Source: an optimization exercise on an open RTL-to-GDS flow (aim: small area, a short achievable clock period and few clock cycles per item). Production flows keep margins and buffers that such runs may drop. In this exercise RTL edits were held to simulation tests only and were not proved equivalent to the original.

==> flow/design.v (outline; a module is shown in full before it is edited, if it fits) <==
// module multipli: 1063 lines
module multipli
#(parameter int N = 32)
(
	input  logic                        CLOCK,
	input  logic                        RESET,
	input  logic                        START,
	input  logic signed [N-1:0]         A,B,
	output logic signed [2*N-1:0]       S,
	output logic                        END_MULT
);
  // ...
==> flow/flow/run.sh <==
#!/bin/bash
# Layout flow: the standard flow (standard.sh), with the port buffers
# that global placement inserts made from sky130_fd_sc_hd__buf_1 instead of
# the default pick; the resizer upsizes them where timing or slew needs it.
set -e
export BUFFER_PORTS_ARGS="-buffer_cell sky130_fd_sc_hd__buf_1"
bash standard.sh > standard.log 2>&1
==> flow/standard.sh <==
#!/bin/bash
# synth_recipe.tcl (not shown) runs the flow's synth.tcl, then flattens the netlist and writes it again
# the make line also repeats each setting of config.mk as NAME=value (left out here)
make -C /OpenROAD-flow-scripts/flow DESIGN_CONFIG=/design/flow/config.mk WORK_HOME=/design/flow/orfs CLKGATE_MAP_FILE= SYNTH_SCRIPT=/design/flow/synth_recipe.tcl "${@:-finish}"
==> flow/config.mk <==
export PLATFORM = sky130hd
export DESIGN_NAME = multipli
export DESIGN_NICKNAME = multipli
export VERILOG_FILES = /design/flow/design.v
export SDC_FILE = /design/flow/constraint.sdc
export NUM_CORES = 4
export LEC_CHECK = 0
export CAP_MARGIN = 20
export CORE_MARGIN = 2
export CORE_UTILIZATION = 40
export SETUP_SLACK_MARGIN = 0.8
export SLEW_MARGIN = 20
==> flow/constraint.sdc <==
create_clock -name core_clock -period 5.0 [get_ports {CLOCK}]
set_input_delay 1.0000 -clock core_clock [delete_from_list [all_inputs] [get_ports {CLOCK}]]
set_output_delay 1.0000 -clock core_clock [all_outputs]
set_load 0.01 [all_outputs]
==> impl_metrics.sql, run 1 <==
INSERT INTO impl_metrics (metric_group, metric, value, unit) VALUES
('die', 'die-height', '169', 'µm'),
('synth', 'synth_compound_gate_area_share', '15.5', '%'),
('final_layout', 'layout.filler_cells', '2558', ''),
('final_layout', 'reg_top3', 'X (39), Y (39), LO (24)', ''),
('final_layout', 'core_utilization_of_the_finished_layout', '44.4', '%'),
('global_route', 'met2_usage', '32.2', '%'),
('die', 'design.portCount', '132', ''),
('global_route', 'first_global_vias', '7819', ''),
('synth', 'synth.area.mux_share', '3.22', '%'),
('routing', 'detailedRoute.firstPassIterationCount', '7', ''),
('cts', 'ctsResizeCount', '6', ''),
('setup_path', 'regToRegSetupSlack', '980', 'ps'),
('sta', 'worst_slack', '847', 'ps'),
('synth', 'post-synth-top-area-fraction', '28.2', '%'),
('routing', 'drt_drc_violations_left', '0', ''),
('outcome', 'status', 'complete, no violations', ''),
('synth', 'synth_xor_xnor_area_share', '12.7', '%'),
('routing', 'via_count', '7954', ''),
('global_route', 'antenna_found_initial', '3', ''),
('routing', 'routed_wire_length_on_met3', '2220', 'µm'),
('synth', 'post_synth.cell_area_avg', '10.2', 'µm²'),
('final_layout', 'num_antenna_cells', '2', ''),
('synth', 'yosysWarningCount', '6', '');
Testbench counts, summed over its fixed seeds: cycles 7,992, items 1,600.
==> run 2, diff against run 1 <==
==> flow/flow/run.sh (replaced) <==
#!/bin/bash
# Layout flow: the standard flow (standard.sh) with two changes.
# 1. The port buffers that global placement inserts are made from
#    sky130_fd_sc_hd__buf_1 instead of the default pick; the resizer upsizes
#    them where timing or slew needs it.
# 2. After the standard synthesis, flow/fixinv.py removes inverters around
#    the full-adder cells (an adder with all inputs and outputs complemented
#    is the same adder) and swaps gates for their complements where that
#    saves an inverter. Registers are not touched.
# Each tool's output goes to a log of its own in this folder.
set -e
export BUFFER_PORTS_ARGS="-buffer_cell sky130_fd_sc_hd__buf_1"
RES=orfs/results/sky130hd/multipli/base
OR=$(command -v openroad || echo /OpenROAD-flow-scripts/tools/install/OpenROAD/bin/openroad)
bash standard.sh synth > synth.log 2>&1
cp $RES/1_synth.odb $RES/1_synth_std.odb
"$OR" -python -no_init flow/fixinv.py $RES/1_synth_std.odb $RES/1_synth.odb > fixinv.log 2>&1
bash standard.sh > standard.log 2>&1
==> flow/flow/fixinv.py (new file) <==
"""Remove inverters around full-adder cells.

A full adder is self-dual: FA(~a, ~b, ~c) = (~sum, ~cout). Each adder gets
a polarity (flipped or not), chosen by local search to minimise the number
of inverters needed; then every net that feeds or leaves an adder is rewired
with at most one inverter for the loads that need its complement.

usage: openroad -python -no_init fixinv.py IN.odb OUT.odb
"""
import sys
import random
import odb

db = odb.dbDatabase.create()
odb.read_db(db, sys.argv[1])
blk = db.getChip().getBlock()
INV_MASTER = db.findMaster("sky130_fd_sc_hd__inv_1")
FA_IN = ("A", "B", "CIN")
FA_OUT = ("SUM", "COUT")
INV_AREA = 3.7536
# drivers whose complement is another cell with the same inputs:
# cell -> (complement cell, output pin, complement's output pin, area change)
PAIRS = {}
def pair(a, b, pa, pb, da):
    PAIRS["sky130_fd_sc_hd__" + a] = ("sky130_fd_sc_hd__" + b, pa, pb, da)
    PAIRS["sky130_fd_sc_hd__" + b] = ("sky130_fd_sc_hd__" + a, pb, pa, -da)
pair("xor2_1", "xnor2_1", "X", "Y", 0.0)
pair("nand2_1", "and2_1", "Y", "X", 2.5024)
pair("nor2_1", "or2_1", "Y", "X", 2.5024)
pair("a21oi_1", "a21o_1", "Y", "X", 2.5024)
pair("o21ai_0", "o21a_1", "Y", "X", 2.5024)
pair("a22oi_1", "a22o_1", "Y", "X", 1.2512)


def mname(inst):
    return inst.getMaster().getName()


def is_inv(inst):
    return mname(inst).startswith("sky130_fd_sc_hd__inv_")


def is_fa(inst):
    return mname(inst).startswith("sky130_fd_sc_hd__fa_")


def driver(net):
    for it in net.getITerms():
        if it.isOutputSignal():
            return it
    return None


def loads(net):
    return [it for it in net.getITerms() if it.isInputSignal()]


fas = [i for i in blk.getInsts() if is_fa(i)]
fa_id = {f.getId(): k for k, f in enumerate(fas)}
NFA = len(fas)

# source nets: nets driven by an adder, or feeding an adder pin directly or
# through one inverter
src = {}
for f in fas:
    for p in FA_OUT:
        n = f.findITerm(p).getNet()
        if n is not None:
            src[n.getId()] = n
    for p in FA_IN:
        n = f.findITerm(p).getNet()
        d = driver(n)
        if d is not None and is_inv(d.getInst()):
            n = d.getInst().findITerm("A").getNet()
        src[n.getId()] = n

# per source net: driver adder (or None) and consumers (iterm, inv)
nets = []
frozen_fa = set()
for nid, n in src.items():
    d = driver(n)
    dfa = fa_id.get(d.getInst().getId()) if d is not None and is_fa(d.getInst()) else None
    if dfa is None and d is not None and mname(d.getInst()) in PAIRS and d.getMTerm().getName() == PAIRS[mname(d.getInst())][1]:
        fas.append(d.getInst())
        dfa = len(fas) - 1
        fa_id[d.getInst().getId()] = dfa
    cons = []
    invs = []
    frozen = len(n.getBTerms()) > 0
    for it in loads(n):
        g = it.getInst()
        if is_inv(g):
            y = g.findITerm("Y").getNet()
            invs.append(g)
            if y is None:
                continue
            if len(y.getBTerms()) > 0:
                frozen = True
            for it2 in loads(y):
                cons.append((it2, 1))
        else:
            cons.append((it, 0))
    nets.append(dict(net=n, dfa=dfa, cons=cons, invs=invs, frozen=frozen))

for e in nets:
    if e["frozen"]:
        if e["dfa"] is not None:
            frozen_fa.add(e["dfa"])
        for it, inv in e["cons"]:
            g = it.getInst()
            if is_fa(g):
                frozen_fa.add(fa_id[g.getId()])


def cons_fa(it):
    g = it.getInst()
    if is_fa(g) and it.getMTerm().getName() in FA_IN:
        return fa_id[g.getId()]
    return None

fas_all = fas


for e in nets:
    e["cf"] = [(cons_fa(it), inv) for it, inv in e["cons"]]

# nets touching each adder
touch = [[] for _ in fas]
for k, e in enumerate(nets):
    s = set()
    if e["dfa"] is not None:
        s.add(e["dfa"])
    for f, inv in e["cf"]:
        if f is not None:
            s.add(f)
    for f in s:
        touch[f].append(k)

pol = [0] * len(fas)


def need(e, f, inv):
    pd = pol[e["dfa"]] if e["dfa"] is not None else 0
    pc = pol[f] if f is not None else 0
    return inv ^ pc ^ pd


def cost_net(e):
    if e["frozen"]:
        return INV_AREA * len(e["invs"])
    return INV_AREA if any(need(e, f, inv) for f, inv in e["cf"]) else 0


def swap_cost(f):
    if f < NFA or not pol[f]:
        return 0.0
    return PAIRS[mname(fas[f])][3]


def total():
    return sum(cost_net(e) for e in nets) + sum(swap_cost(f) for f in range(len(fas)))


def delta(f):
    before = sum(cost_net(nets[k]) for k in touch[f]) + swap_cost(f)
    pol[f] ^= 1
    after = sum(cost_net(nets[k]) for k in touch[f]) + swap_cost(f)
    pol[f] ^= 1
    return after - before


orig_inv = sum(1 for i in blk.getInsts() if is_inv(i))
best = total()
best_pol = list(pol)
print("adders %d, flippable drivers %d, managed nets %d, inverters now %d, model %.1f" % (NFA, len(fas) - NFA, len(nets), orig_inv, best))
rng = random.Random(1)
free = [f for f in range(len(fas)) if f not in frozen_fa]
cur = best
for rnd in range(200):
    improved = True
    while improved:
        improved = False
        rng.shuffle(free)
        for f in free:
            d = delta(f)
            if d < -1e-9:
                pol[f] ^= 1
                cur += d
                improved = True
    if cur < best - 1e-9:
        best = cur
        best_pol = list(pol)
    # perturb
    pol = list(best_pol)
    cur = best
    for f in rng.sample(free, max(1, len(free) // 10)):
        pol[f] ^= 1
    cur = total()
pol = best_pol
print("model after search: %.1f" % total())

nid = [0]
def new_net():
    nid[0] += 1
    return odb.dbNet_create(blk, "fxn_%d" % nid[0])


for e in nets:
    if e["frozen"]:
        continue
    n = e["net"]
    # detach consumers and drop the old inverters
    for it, inv in e["cons"]:
        it.disconnect()
    for g in e["invs"]:
        y = g.findITerm("Y").getNet()
        odb.dbInst_destroy(g)
        if y is not None and len(y.getITerms()) == 0 and len(y.getBTerms()) == 0:
            odb.dbNet_destroy(y)
    comp = None
    for (it, inv), (f, _) in zip(e["cons"], e["cf"]):
        if need(e, f, inv):
            if comp is None:
                comp = new_net()
                nid[0] += 1
                g = odb.dbInst_create(blk, INV_MASTER, "fxi_%d" % nid[0])
                g.findITerm("A").connect(n)
                g.findITerm("Y").connect(comp)
            it.connect(comp)
        else:
            it.connect(n)
# apply: swap flipped drivers for their complements
for f in range(NFA, len(fas)):
    if not pol[f]:
        continue
    old = fas[f]
    cm, po, pn, _ = PAIRS[mname(old)]
    nid[0] += 1
    new = odb.dbInst_create(blk, db.findMaster(cm), "fxs_%d" % nid[0])
    for it in old.getITerms():
        n = it.getNet()
        nm = it.getMTerm().getName()
        if n is None or nm in ("VPWR", "VGND", "VPB", "VNB"):
            continue
        it.disconnect()
        new.findITerm(pn if nm == po else nm).connect(n)
    odb.dbInst_destroy(old)



print("flipped %d adders, swapped %d drivers; inverters %d -> %d" % (sum(pol[:NFA]), sum(pol[NFA:]), orig_inv, sum(1 for i in blk.getInsts() if is_inv(i))))
odb.write_db(db, sys.argv[2])
--- a/flow/config.mk
+++ b/flow/config.mk
@@ -8,5 +8,4 @@
 export CAP_MARGIN = 20
 export CORE_MARGIN = 2
 export CORE_UTILIZATION = 40
-export SETUP_SLACK_MARGIN = 0.8
 export SLEW_MARGIN = 20
==> run 2 against run 1 <==
Compared with the run above:
- still clean
- critical path depth down 1
- worst hold slack worse by 13 ps
- wire length up 1.4%
- global-route usage up 0.75 points
- utilization down 0.40 points
- clock-buffer cell count unchanged
- synthesized cell count down 7.4%
- sequential cell count unchanged
- via count down 2.3%
- highest routed layer is now met4
==> impl_metrics.sql, run 2 <==
INSERT INTO impl_metrics (metric_group, metric, value, unit) VALUES
('outcome', 'status', 'complete, no violations', ''),
('cts', 'ctsResizeCount', '0', ''),
('routing', 'routed_wire_length_per_instance', '21.4', 'µm'),
('setup_path', 'critPathBufInv', '1', ''),
('cts', 'h-tree-depth', '3', ''),
('final_layout', 'layout.cells.most_common', 'sky130_fd_sc_hd__xnor2_1', ''),
('sta', 'fmax', '217', 'MHz'),
('cts', 'tritoncts', 'yes', ''),
('routing', 'drt_drc_violations_left', '0', ''),
('synth', 'yosysWarningCount', '6', ''),
('die', 'core.rowCount', '59', ''),
('sta', 'timing.max_slew.rel_slack', '51.9', '%'),
('routing', 'post_route_antenna_net_violation_count', '0', ''),
('final_layout', 'final_cell_mix', 'sky130_fd_sc_hd__xnor2_1, sky130_fd_sc_hd__buf_1, sky130_fd_sc_hd__a22oi_1', ''),
('global_route', 'gr-total-overflow', '0', ''),
('setup_path', 'crit_path_cell_trace', 'ha_1, nand2_1, o21ai_0, o21ba_2, nor2_1, o211a_1, o2111a_1, nor2_1, o311ai_0, buf_1', ''),
('sta', 'number_of_hold_violations_in_the_final_report', '0', ''),
('routing', 'routed_wire_length_on_met3', '2370', 'µm'),
('setup_path', 'max_stage_delay', '450', 'ps'),
('setup_path', 'setup.worst_path.end_class', 'output pin', ''),
('synth', 'post_synth.cell_area_avg', '10.8', 'µm²'),
('synth', 'syn-cell-area', '10600', 'µm²'),
('setup_path', 'worstSetupPathType', 'flop to output pin', ''),
('routing', 'initialDrtViolationCount', '796', ''),
('die', 'floorplan.initialDensity', '40.7', '%'),
('die', 'die_w', '167', 'µm'),
('die', 'design.portCount', '132', ''),
('cts', 'cts.root.buffer_cell', 'sky130_fd_sc_hd__clkbuf_16', ''),
('sta', 'final-max-slew-violation-count', '0', ''),
('routing', 'via_count', '7768', ''),
('global_route', 'first_global_vias', '7611', ''),
('final_layout', 'post_route_standard_cell_area_excluding_fillers', '11500', 'µm²'),
('global_route', 'maximum_number_of_pins_on_one_net_before_global_route_repair', '55', ''),
('die', 'die-height', '167', 'µm'),
('sta', 'final-setup-viol-count', '0', ''),
('setup_path', 'worst_ep_arrival_time', '3620', 'ps'),
('global_route', 'wire_length_of_the_first_global_routing_pass', '45400', 'µm'),
('sta', 'fin_skew', '18.7', 'ps'),
('setup_path', 'crit_required', '4000', 'ps'),
('final_layout', 'syn_to_final_growth', '8.11', '%'),
('setup_path', 'critPathLaunchType', 'flop', ''),
('final_layout', 'nets', '1231', ''),
('die', 'placeable_core_area', '26100', 'µm²'),
('synth', 'synthCells', '983', ''),
('die', 'die_area', '27800', 'µm²'),
('cts', 'cts.hold.buffers_added', '0', ''),
('cts', 'max-clock-path-buffers', '2', ''),
('cts', 'worst_setup_hold_path_clk_slew', '90', 'ps'),
('sta', 'final.period_utilization', '92.3', '%'),
('final_layout', 'final_layout_size_suffix_gt1_share', '7.69', '%'),
('placed_design', 'half_perimeter_wire_length_of_the_detailed_placement_result', '22200', 'µm'),
('cts', 'postCtsSetupBuffers', '0', ''),
('final_layout', 'reg_top3', 'X (39), Y (39), LO (24)', ''),
('placed_design', 'place_area', '11100', 'µm²'),
('sta', 'finalSetupTns', '0', 'ps'),
('placed_design', 'io_buffers', '131', ''),
('final_layout', 'layout.filler_cells', '2530', ''),
('global_route', 'grt_util_all_layers', '21.1', '%'),
('routing', 'route.final.wire_length', '29200', 'µm'),
('global_route', 'antenna_found_initial', '1', ''),
('final_layout', 'post_layout_nonfiller_instances', '1363', ''),
('routing', 'detailedRoute.firstPassIterationCount', '5', ''),
('sta', 'tightestPinTransition', '721', 'ps'),
('cts', 'worst_skew_pair.late_latency', '380', 'ps'),
('routing', 'met2RoutedLength', '13700', 'µm'),
('routing', 'viasPerCell', '5.70', ''),
('routing', 'met1Wirelength', '12800', 'µm'),
('setup_path', 'slowest_stage', 'sky130_fd_sc_hd__nor2_1', ''),
('setup_path', 'critical-path-top-cell-by-count', 'sky130_fd_sc_hd__nor2_1', ''),
('setup_path', 'worstPathMaxFanout', '5', ''),
('placed_design', 'gp_routability_congestion', '0.846', ''),
('flow_run', 'drv.max_cap_violation_count', '0', ''),
('sta', 'rsz0062_at_grt', 'no', ''),
('placed_design', 'place_inst', '1346', ''),
('cts', 'clock_sink_count', '107', ''),
('synth', 'synthesis.nets', '1192', ''),
('cts', 'number_of_buffers_added_by_the_clock_tree_synthesis_step', '9', ''),
('routing', 'highest_layer', 'met4', ''),
('min_path', 'hp-class', 'input port to async pin', ''),
('setup_path', 'critical-path-top-delay-family', 'compound AO/OA/AOI/OAI gates', ''),
('sta', 'final_critical_delay_including_setup_and_external_delays', '4620', 'ps');
-- run 2: worst paths after layout --
check / startpoint / end / slack [ps] / cells after the start
max reg2reg: X[14] / Y[30] / 730 / 12
max: X[14] / S[62] / 380 / 10
min reg2reg: COUNT[1] / COUNT[1] / 520 / 1
max in group asynchronous: RESET / NF / 4350 / 1
min in group core_clock: COUNT[1] / COUNT[1] / 520 / 1
min: RESET / END_MULT / 440 / 1
-- run 2: routing by layer --
metal | vias up | track usage [%]
li1 | 3536 | -
met1 | 3837 | 30.2
met2 | 368 | 33.7
met3 | 27 | 3.75
met4 | 0 | 4.42
met5 | - | 0
-- run 2: per-stage QoR --
step | hold WS (ps) | setup slack, ps | util (%)
3_3_place_gp | 492 | 717 | 42.8
2_1_floorplan | 480 | 928 | -
5_1_grt | 453 | 107 | 44.0
3_5_place_dp | 503 | 693 | 42.8
6_report | 439 | 383 | 44.0
4_1_cts | 436 | 307 | 44.0
-- run 2: final cells by class --
type,instances,area [µm²],share of cell area [%]
tap,335,419,3.65
timing repair buffer,151,704,6.14
sequential,107,3180,27.8
inverter,36,138,1.20
multi-input combinational,717,6700,58.4
antenna,1,2.50,0.0218
clock buffer,9,225,1.96
clock inverter,7,93.8,0.818

-- afterwards: timing with drivers on the ports --
In the flow no input, the clock included, has a driving cell. The finished layouts below were timed again as built, in two steps.
Step 1 assumes that a clkbuf_16 drives the clock port and a buf_2 every other input.
Step 2 adds t to the input delays and takes it off the output delays; t is the mean of the earliest and latest rising clock arrival at the registers after step 1. Input paths then give back, and output paths get back, about the clock's delay inside the block.
Slacks: ideal ports / drivers / drivers and shift; pairs: ideal ports / drivers.
| run | t, ns | setup WS [ns] | worst setup path after step 2 | worst slew at a driven data input, ns | cell pins on the clock port's net |
|---|---|---|---|---|---|
| run 1 | 0.397 | 0.847 / 0.803 / 0.664 | input to register | 0.09 | 1 |
| run 2 | 0.411 | 0.383 / 0.338 / 0.669 | input to register | 0.08 | 1 |
After both steps setup and hold are still met in every run listed. For run 1, which loses most, drivers alone change the setup slack by -0.044 ns; drivers and shift together by -0.183 ns.
